From an optimization exercise on the open Yosys and OpenROAD flow, aimed at small area; shortcuts taken in it are not production practice.
In this exercise RTL edits were held to simulation tests only and were not proved equivalent to the original.
The clock input has no modelled driver; a real chip could not lean on it and would need a root buffer or a full tree.
No activity file was given, so power comes from the tool's default toggle rates.

==> v30 <==
## coin_catcher_game
module coin_catcher_game(
	clk,
	reset,
	btn_left, btn_right,
	dot_row, dot_col,
	HEX_0, HEX_1, HEX_2, HEX_3, HEX_4, HEX_5
);
input clk, reset, btn_left, btn_right;
output [7:0] dot_row;
output [15:0] dot_col;
output [6:0] HEX_0, HEX_1, HEX_2, HEX_3, HEX_4, HEX_5;
wire tick_scan, tick_game, tick_arm, tick_upd, tick_timer, sample;
freq_div Clocks(.clk(clk), .reset(reset),
	.tick_scan(tick_scan), .tick_game(tick_game), .tick_arm(tick_arm),
	.tick_upd(tick_upd), .tick_timer(tick_timer), .sample(sample));
wire over;
game_timer Timer(.clk(clk), .en(tick_timer), .reset(reset),
	.h4(HEX_4), .h5(HEX_5), .time_up(over));
wire step = tick_game & ~over;
wire upd = tick_upd & ~over;
wire db_l, db_r;
debounce BtnL(.clk(clk), .arm(tick_arm), .sample(sample), .btn_in(btn_left),  .btn_out(db_l));
debounce BtnR(.clk(clk), .arm(tick_arm), .sample(sample), .btn_in(btn_right), .btn_out(db_r));
wire [2:0] player_x, coin_x;
wire [3:0] coin_y;
wire coin_type;
game_core Game(
	.clk(clk), .reset(reset), .en_score(step), .en_upd(upd),
	.btn_l(db_l), .btn_r(db_r),
	.player_x(player_x), .coin_x(coin_x), .coin_y(coin_y), .coin_type(coin_type),
	.h0(HEX_0), .h1(HEX_1)
);
matrix_driver Matrix(
	.clk(clk), .en(tick_scan), .reset(reset),
	.player_x(player_x), .coin_x(coin_x), .coin_y(coin_y), .coin_type(coin_type),
	.row_out(dot_row), .col_out(dot_col)
);
assign HEX_2 = 7'b1111111;
assign HEX_3 = 7'b1111111;
endmodule
==> module matrix_driver, before the edit <==
module matrix_driver(
	input clk,
	input en,
	input reset,
	input [2:0] player_x,
	input [2:0] coin_x,
	input [3:0] coin_y,
	input coin_type,
	output [7:0] row_out,
	output [15:0] col_out
);
reg [2:0] pos;
reg valid;
always @(posedge clk or negedge reset)
begin
	if (!reset) begin
		pos <= 3'd7;
		valid <= 1'b0;
	end else if (en) begin
		pos <= pos + 3'd1;
		valid <= 1'b1;
	end
end
wire [2:0] dp = pos - player_x;
wire [2:0] dc = pos - coin_x;
wire side = valid && (dp == 3'd1 || dp == 3'd7);
wire pl = side || (valid && dp == 3'd0);
wire cn = valid && ((dc == 3'd0) || (coin_type && dc == 3'd1));
wire [15:0] coin_bits = cn ? (16'd1 << coin_y) : 16'd0;
assign col_out = coin_bits | {pl, side, 14'd0};
assign row_out = valid ? ~(8'd1 << pos) : 8'hFF;
endmodule
clock: 10.0 ns
lec_check: 0
abc_area: 1
cap_margin: 20
core_margin: 2
core_utilization: 70
slew_margin: 20
standard.sh (not shown) runs the stock make flow with config.mk's settings and CLKGATE_MAP_FILE= SYNTH_SCRIPT=/design/flow/synth_recipe.tcl, a recipe that flattens the netlist after the stock synthesis.
==> flow/flow/run.sh <==
#!/bin/bash
# Standard synthesis, then its combinational logic re-mapped for area
# (flip-flops kept), then the standard layout with the smallest buffer on
# the ports and one tie cell shared by the constant outputs. The clock tree is then rebuilt as four leaf buffers, each
# driving a cluster of about 20 flip-flops.
set -euo pipefail
export BUFFER_PORTS_ARGS="-buffer_cell sky130_fd_sc_hd__buf_1"
export CTS_ARGS="-sink_clustering_enable -repair_clock_nets -dont_use_dummy_load -buf_list {sky130_fd_sc_hd__clkbuf_4}"
bash standard.sh synth > synth.log 2>&1
R=orfs/results/sky130hd/coin_catcher_game/base
LIB=$FLOW_HOME/platforms/sky130hd/lib/sky130_fd_sc_hd__tt_025C_1v80.lib
DU=""
for c in $(make -s -C $FLOW_HOME DESIGN_CONFIG=$PWD/config.mk WORK_HOME=$PWD/orfs print-DONT_USE_CELLS 2>/dev/null | sed 's/^DONT_USE_CELLS: //'); do
  DU="$DU -dont_use $c"
done
cp $R/1_2_yosys.v $R/1_2_yosys_standard.v
sed -e "s#LIB#$LIB#g" -e "s#NETLIST#$R/1_2_yosys_standard.v#" -e "s#DONTUSE#$DU#" \
    -e "s#ABCSCRIPT#$PWD/flow/remap.abc#" -e "s#OUT#$R/1_2_yosys.v#" -e "s#TMP#$PWD/remap_tmp.v#" flow/remap.ys > remap_run.ys
yosys -s remap_run.ys > remap.log 2>&1
rm -f $R/1_synth.odb $R/1_synth.sdc
bash standard.sh floorplan > floorplan.log 2>&1
IN_ODB=$R/2_floorplan.odb OUT_ODB=$R/2_floorplan.odb openroad -no_init -exit flow/share_ties.tcl > share_ties.log 2>&1
bash standard.sh cts > place_cts.log 2>&1
LIB=$LIB IN_ODB=$R/4_cts.odb OUT_ODB=$R/4_cts.odb NLEAF=4 LEAF_BUF=sky130_fd_sc_hd__clkbuf_8 ROOT_BUF= \
  openroad -no_init -exit flow/clock_tree.tcl > clock_tree.log 2>&1
bash standard.sh finish > layout.log 2>&1
==> flow/flow/remap.abc <==
strash
&get -n
&deepsyn -T 60
&put
dch -f
map -a
mfs -a
strash
&get -n
&deepsyn -T 60
&put
dch -f
map -a
topo
Other scripts of this flow, unchanged in this note and not shown: flow/flow/clock_tree.tcl, flow/flow/remap.ys, flow/flow/share_ties.tcl
==> v3: changes against v30 <==
--- a/flow/design.v
+++ b/flow/design.v
@@ -1,36 +1,36 @@
 module freq_div(clk, reset, tick_scan, tick_game, tick_arm, tick_upd, tick_timer, sample);
 input clk, reset;
 output tick_scan, tick_game, tick_arm, tick_upd, tick_timer, sample;
 reg ph;
 reg [1:0] m3;
 reg [7:0] g;
-reg [11:0] t;
+reg [11:0] tn;    
 reg armed;    
 wire g_end = g[7] & ~g[5] & ~g[4] & g[2] & ~g[1] & g[0];              
 wire g_arm = ~g[0] & g[1] & ~g[2] & ~g[3] & g[4] & g[5] & g[6];        
 wire g_upd = ~g[0] & ~g[1] & g[3] & ~g[4] & g[6] & ~g[7];             
-wire t_end = (~t[11] & t[9] & t[8] & ~t[7] & t[6] & ~t[4] & t[3] & ~t[2] & t[0]);  
+wire t_end = (tn[11] & ~tn[9] & ~tn[8] & tn[7] & ~tn[6] & tn[4] & ~tn[3] & tn[2] & ~tn[0]);  
 assign tick_scan  = ~ph & m3[1];
 assign tick_game  = tick_scan & g_end;
 assign tick_arm   = tick_scan & g_arm;
 assign tick_upd   = tick_scan & g_upd;
 assign tick_timer = ~ph & t_end;
 assign sample = armed & ~(ph & m3[0]) & ~tick_scan;
 always @(posedge clk or negedge reset)
 begin
 	if (!reset) begin
 		ph <= 1'b0;
 		m3 <= 2'd0;
 		g <= 8'b00001010;
-		t <= 12'b111010010011;
+		tn <= 12'b000101101100;    
 	end else begin
 		ph <= ~ph;
 		m3 <= {m3[0], ~(m3[0] | m3[1])};
 		g <= {g[6:4], g[3] & ~g_end, g[2:0], g[7] ^ g[2]};
-		t <= {t[10:2], t[1] & ~t_end, t[0], t[11] ^ t[0]};
+		tn <= {tn[10:2], tn[1] | t_end, tn[0], ~(tn[11] ^ tn[0])};
 	end
 end
 always @(posedge clk)
 	armed <= tick_arm | (armed & ~tick_scan);
 endmodule
 module debounce(clk, arm, sample, btn_in, btn_out);
@@ -170,22 +170,24 @@
   assign h1[2] = t[1] & t[0];
   assign h1[4] = t[1] ^ t[0];
   assign h0[6] = _6_ & ~(_12_);
   assign tn[1] = _2_ ? h1[6] : t[1];
   assign { h1[3], h1[1] } = { h1[0], 1'h0 };
 endmodule
-module game_core(clk, reset, en_score, en_upd, btn_l, btn_r,
+module game_core(clk, reset, en_score, en_upd, btn_l, btn_r, at_player, coin_here,
 	player_x, coin_x, coin_y, coin_type, h0, h1);
-input clk, reset, en_score, en_upd, btn_l, btn_r;
+input clk, reset, en_score, en_upd, btn_l, btn_r, at_player, coin_here;
 output [2:0] player_x, coin_x;
 output [3:0] coin_y;
 output coin_type;
 output [6:0] h0, h1;
 wire caught;
-wire [2:0] dx = player_x - coin_x;
-wire hit = (coin_y == 4'd15) && ((dx == 3'd0) || (coin_type && dx == 3'd1));
+reg hit;
+always @(posedge clk)
+	if (at_player)
+		hit <= coin_here & (coin_y == 4'd15);
 player_ctrl Player(.clk(clk), .en(en_upd), .reset(reset),
 	.btn_l(btn_l), .btn_r(btn_r), .player_x_out(player_x));
 coin_generator Coin(.clk(clk), .en(en_upd), .reset(reset), .hit(hit),
 	.coin_x_out(coin_x), .coin_y_out(coin_y), .type_out(coin_type), .caught(caught));
 score_keeper Score(.clk(clk), .en(en_score), .reset(reset),
 	.hit(hit), .two(coin_type), .h0(h0), .h1(h1));
@@ -248,89 +250,87 @@
   wire _28_;
   wire _29_;
   wire _2_;
   wire _30_;
   wire _31_;
   wire _32_;
-  wire _33_;
-  wire _34_;
   wire _3_;
   wire _4_;
   wire _5_;
   wire _6_;
   wire _7_;
   wire _8_;
   wire _9_;
-  assign _1_ = ~t[0];
   assign h4[6] = ~u[2];
-  assign _0_ = ~t[2];
-  assign _34_ = ~u[1];
-  assign _33_ = ~(t[1] | t[2]);
-  assign _32_ = t[0] & _33_;
-  assign _31_ = ~(t[0] & _33_);
-  assign _30_ = ~(u[1] & u[0]);
-  assign _29_ = u[2] & u[1];
-  assign _28_ = u[0] & _29_;
-  assign _26_ = ~((u[0] & _29_) | u[3]);
-  assign _25_ = ~(_32_ & _26_);
-  assign _24_ = u[2] & _30_;
-  assign _23_ = u[0] | ~(u[3]);
-  assign _22_ = ~(u[2] & u[3]);
-  assign _21_ = ~(_23_ & _22_);
-  assign _20_ = ~((_31_ & _24_) | _21_);
-  assign h4[3] = u[3] ? h4[6] : _28_;
-  assign un[1] = ~(_25_ & _20_);
-  assign _18_ = ~((h4[6] | u[0]) & u[3]);
-  assign h4[5] = ~_18_;
-  assign h4[2] = ~(_30_ | _22_);
-  assign _16_ = _29_ ^ _18_;
-  assign _17_ = _27_ | ~(t[1]);
-  assign un[0] = ~((t[1] | _16_) & _17_);
-  assign _15_ = t[1] & ~(t[2]);
-  assign h5[2] = t[0] & _15_;
+  assign _31_ = ~t[2];
+  assign _30_ = ~u[0];
+  assign _28_ = ~_23_;
+  assign _27_ = u[2] | ~(u[3]);
+  assign _26_ = u[0] | _27_;
+  assign _25_ = t[2] | ~(t[1]);
+  assign _24_ = u[3] | ~(_25_);
+  assign _22_ = ~(u[3] | u[2]);
+  assign _21_ = ~(u[2] & u[1]);
+  assign _20_ = u[2] | _25_;
+  assign _19_ = u[3] ? _21_ : _20_;
+  assign un[2] = _26_ & _19_;
+  assign _18_ = u[0] & u[1];
+  assign _17_ = ~(u[3] | _18_);
+  assign _16_ = ~((u[2] | _30_) & u[3]);
+  assign _15_ = ~((h4[6] | _18_) & _25_);
+  assign _14_ = _25_ | _22_;
+  assign _13_ = ~((_17_ | _14_) & _15_);
+  assign un[1] = ~(_16_ & _13_);
+  assign _12_ = ~(u[3] & u[0]);
+  assign h4[2] = ~(_21_ | _12_);
+  assign h4[5] = ~(_27_ & _12_);
+  assign _11_ = _21_ ? h4[5] : _12_;
+  assign _29_ = ~_11_;
+  assign un[0] = t[1] ? _28_ : _11_;
+  assign _10_ = t[1] | ~(t[0]);
+  assign h5[4] = _25_ & _10_;
+  assign _9_ = ~(t[1] | t[2]);
+  assign h5[2] = t[0] & _9_;
+  assign _8_ = ~(u[3] | _21_);
+  assign _7_ = ~(u[0] & _8_);
+  assign h4[3] = ~(_27_ & _7_);
+  assign h5[6] = _31_ & _10_;
+  assign _6_ = t[1] & t[2];
+  assign _5_ = ~(t[1] & t[2]);
+  assign h5[0] = t[0] ? _6_ : _9_;
+  assign _4_ = t[2] & ~(t[0]);
   assign h5[1] = t[2] & ~(t[1]);
-  assign h5[6] = ~((t[0] & t[1]) | t[2]);
-  assign h4[4] = u[3] ^ _29_;
-  assign _14_ = t[1] & t[2];
-  assign h5[0] = t[0] ? _14_ : _33_;
-  assign _13_ = t[0] | _15_;
-  assign h5[4] = t[1] ? t[2] : _1_;
-  assign _12_ = ~(h5[1] | _13_);
-  assign h5[5] = h5[2] | _12_;
-  assign h4[1] = _24_ & ~(u[3]);
-  assign _11_ = u[0] ? _29_ : u[3];
-  assign h4[0] = _22_ & _11_;
-  assign _10_ = ~(u[2] | u[3]);
-  assign _9_ = ~_10_;
-  assign _8_ = _1_ & _10_;
-  assign _7_ = ~((t[2] | _9_) & (_8_ | t[1]));
-  assign tn[1] = ~_7_;
-  assign _6_ = _33_ | ~(_10_);
-  assign tn[0] = _13_ ? _6_ : _10_;
-  assign _5_ = ~((_28_ | _8_) & _33_);
-  assign _4_ = u[3] ? h4[6] : _33_;
-  assign un[3] = ~((h4[1] | _4_) & _5_);
-  assign _3_ = ~((u[2] | _23_) & (_22_ | _34_));
-  assign un[2] = ~((_32_ & _10_) | _3_);
-  assign tn[2] = ~((t[1] & _8_) | _0_);
-  assign _2_ = u[1] & ~(u[0]);
-  assign over = _10_ & _2_;
-  assign _19_ = _29_ ^ _18_;
-  assign _27_ = t[2] ? _19_ : _16_;
+  assign h5[5] = t[1] ? _4_ : _31_;
+  assign h4[1] = u[2] & _17_;
+  assign h4[0] = ~(_26_ & _7_);
+  assign h4[4] = ~(u[3] ^ _21_);
+  assign _3_ = _22_ & ~(t[0]);
+  assign tn[1] = _3_ ? _5_ : t[1];
+  assign _2_ = ~(t[0] ^ _22_);
+  assign tn[0] = ~(_25_ & _2_);
+  assign _1_ = u[2] ? _17_ : _24_;
+  assign un[3] = ~_1_;
+  assign tn[2] = ~((t[1] & _3_) | _31_);
+  assign _0_ = u[1] & ~(u[0]);
+  assign over = _22_ & _0_;
+  assign _32_ = ~_11_;
+  assign _23_ = t[2] ? _32_ : _29_;
   assign h5[3] = h5[0];
 endmodule
 module matrix_driver(
 	input clk,
 	input en,
 	input reset,
 	input [2:0] player_x,
 	input [2:0] coin_x,
 	input [3:0] coin_y,
 	input coin_type,
 	output [7:0] row_out,
-	output [15:0] col_out
+	output [15:0] col_out,
+	output at_player,    
+	output coin_here     
 );
 reg [2:0] pos;
 reg valid;
 always @(posedge clk or negedge reset)
 begin
 	if (!reset) begin
@@ -340,18 +340,20 @@
 		pos <= pos + 3'd1;
 		valid <= 1'b1;
 	end
 end
 wire [2:0] dp = pos - player_x;
 wire [2:0] dc = pos - coin_x;
-wire side = valid && (dp == 3'd1 || dp == 3'd7);
-wire pl = side || (valid && dp == 3'd0);
-wire cn = valid && ((dc == 3'd0) || (coin_type && dc == 3'd1));
+wire side = (dp == 3'd1 || dp == 3'd7);
+assign at_player = (dp == 3'd0);
+wire pl = side || at_player;
+wire cn = (dc == 3'd0) || (coin_type && dc == 3'd1);
+assign coin_here = cn;
 wire [15:0] coin_bits = cn ? (16'd1 << coin_y) : 16'd0;
 assign col_out = coin_bits | {pl, side, 14'd0};
-assign row_out = valid ? ~(8'd1 << pos) : 8'hFF;
+assign row_out = ~((8'd1 << pos) & {valid, 7'h7f});
 endmodule
 module coin_catcher_game(
 	clk,
 	reset,
 	btn_left, btn_right,
 	dot_row, dot_col,
@@ -371,22 +373,24 @@
 wire step = tick_game & ~over;
 wire upd = tick_upd & ~over;
 wire db_l, db_r;
 debounce BtnL(.clk(clk), .arm(tick_arm), .sample(sample), .btn_in(btn_left),  .btn_out(db_l));
 debounce BtnR(.clk(clk), .arm(tick_arm), .sample(sample), .btn_in(btn_right), .btn_out(db_r));
 wire [2:0] player_x, coin_x;
+wire at_player, coin_here;
 wire [3:0] coin_y;
 wire coin_type;
 game_core Game(
 	.clk(clk), .reset(reset), .en_score(step), .en_upd(upd),
-	.btn_l(db_l), .btn_r(db_r),
+	.btn_l(db_l), .btn_r(db_r), .at_player(at_player), .coin_here(coin_here),
 	.player_x(player_x), .coin_x(coin_x), .coin_y(coin_y), .coin_type(coin_type),
 	.h0(HEX_0), .h1(HEX_1)
 );
 matrix_driver Matrix(
 	.clk(clk), .en(tick_scan), .reset(reset),
 	.player_x(player_x), .coin_x(coin_x), .coin_y(coin_y), .coin_type(coin_type),
-	.row_out(dot_row), .col_out(dot_col)
+	.row_out(dot_row), .col_out(dot_col),
+	.at_player(at_player), .coin_here(coin_here)
 );
 assign HEX_2 = 7'b1111111;
 assign HEX_3 = 7'b1111111;
 endmodule
==> flow/flow/remap.abc (replaced) <==
strash
&get -n
&deepsyn -T 60
&put
dch -f
map -a
mfs -a
strash
&get -n
&deepsyn -T 60
&put
dch -f
amap
topo
==> v1: changes against v30 <==
--- a/flow/design.v
+++ b/flow/design.v
@@ -340,18 +340,18 @@
 		pos <= pos + 3'd1;
 		valid <= 1'b1;
 	end
 end
 wire [2:0] dp = pos - player_x;
 wire [2:0] dc = pos - coin_x;
-wire side = valid && (dp == 3'd1 || dp == 3'd7);
-wire pl = side || (valid && dp == 3'd0);
-wire cn = valid && ((dc == 3'd0) || (coin_type && dc == 3'd1));
+wire side = (dp == 3'd1 || dp == 3'd7);
+wire pl = side || (dp == 3'd0);
+wire cn = (dc == 3'd0) || (coin_type && dc == 3'd1);
 wire [15:0] coin_bits = cn ? (16'd1 << coin_y) : 16'd0;
 assign col_out = coin_bits | {pl, side, 14'd0};
-assign row_out = valid ? ~(8'd1 << pos) : 8'hFF;
+assign row_out = ~((8'd1 << pos) & {valid, 7'h7f});
 endmodule
 module coin_catcher_game(
 	clk,
 	reset,
 	btn_left, btn_right,
 	dot_row, dot_col,
==> flow/flow/remap.abc (replaced) <==
strash
&get -n
&deepsyn -T 60
&put
dch -f
map -a
mfs -a
strash
&get -n
&deepsyn -T 60
&put
dch -f
amap
topo
==> comparison <==
- v30 ran to the end with no violations. v3 went through all stages and came out clean. v1 finished clean.
- In v1 the sequential share of layout area is lower than in v3, by 1.3 points.
- The lowest global-route usage belongs to v3, the highest to v30.
- Via count: v3 < v1 < v30.
- Area after synthesis, highest first: v30, v1, v3.
- Between v1 and v3, the lower flip-flop and latch count is in v1 (gap 1).
- Of v1 and v3, v1 has the higher die area (gap 0.59%, measured against v3).
==> figures <==
	v1	v3	v30
Non-filler cells in the finished layout	454	445	494
Most common cell after layout, fill and taps aside	sky130_fd_sc_hd__nor2_1	sky130_fd_sc_hd__nor2_1	sky130_fd_sc_hd__nand2_1
Average cell area after synthesis	8.88 um^2	9.03 um^2	8.14 um^2
Endpoint of the most critical setup path	dot_col[14]	dot_col[15]	dot_col[10]
Maximum VDD drop	0.129 mV	0.133 mV	0.126 mV
Cell area after layout	3470 um^2	3440 um^2	3530 um^2
Sequential cell area	1800 um^2	1830 um^2	1800 um^2
Status	no timing/DRC/antenna violations	no timing/DRC/antenna violations	no timing/DRC/antenna violations
Nets	409	400	449
Worst hold-check slack	358 ps	364 ps	350 ps
Number of non-clock inverters in the layout	47	52	56
Met3 capacity usage during global routing	4.50%	4.22%	3.06%
Pwr Total	0.402 mW	0.407 mW	0.407 mW
In every run of this note, the design's own scripts or RTL, not TritonCTS, make the clock network.

==> separate check: timing with driven ports <==
The results above use ideal ports. As a check the final layouts listed here were re-extracted and re-timed, cells and wires unchanged.
Step 1, drivers: a clkbuf_16 drives clk and a buf_2 each remaining input, both assumed.
Step 2 moves the port delays by t, midway between the first and last clock arrival at a register: inputs arrive t later, outputs are due t later. That takes back most of the time a late clock gives input paths.
a / b / c = ideal / step 1 / step 2; a / b = the first two.
run | t, ns | setup WS [ns] | worst hold slack (ns) | worst data-port slew with drivers (ns)
v30 | 0.218 | 5.940 / 5.886 / 6.104 | 0.350 / 0.350 / 0.350 | 0.03
v3 | 0.215 | 5.533 / 5.478 / 5.693 | 0.364 / 0.364 / 0.364 | 0.04
v1 | 0.214 | 5.604 / 5.550 / 5.764 | 0.358 / 0.358 / 0.358 | 0.03
After both steps every run listed still meets setup and hold.
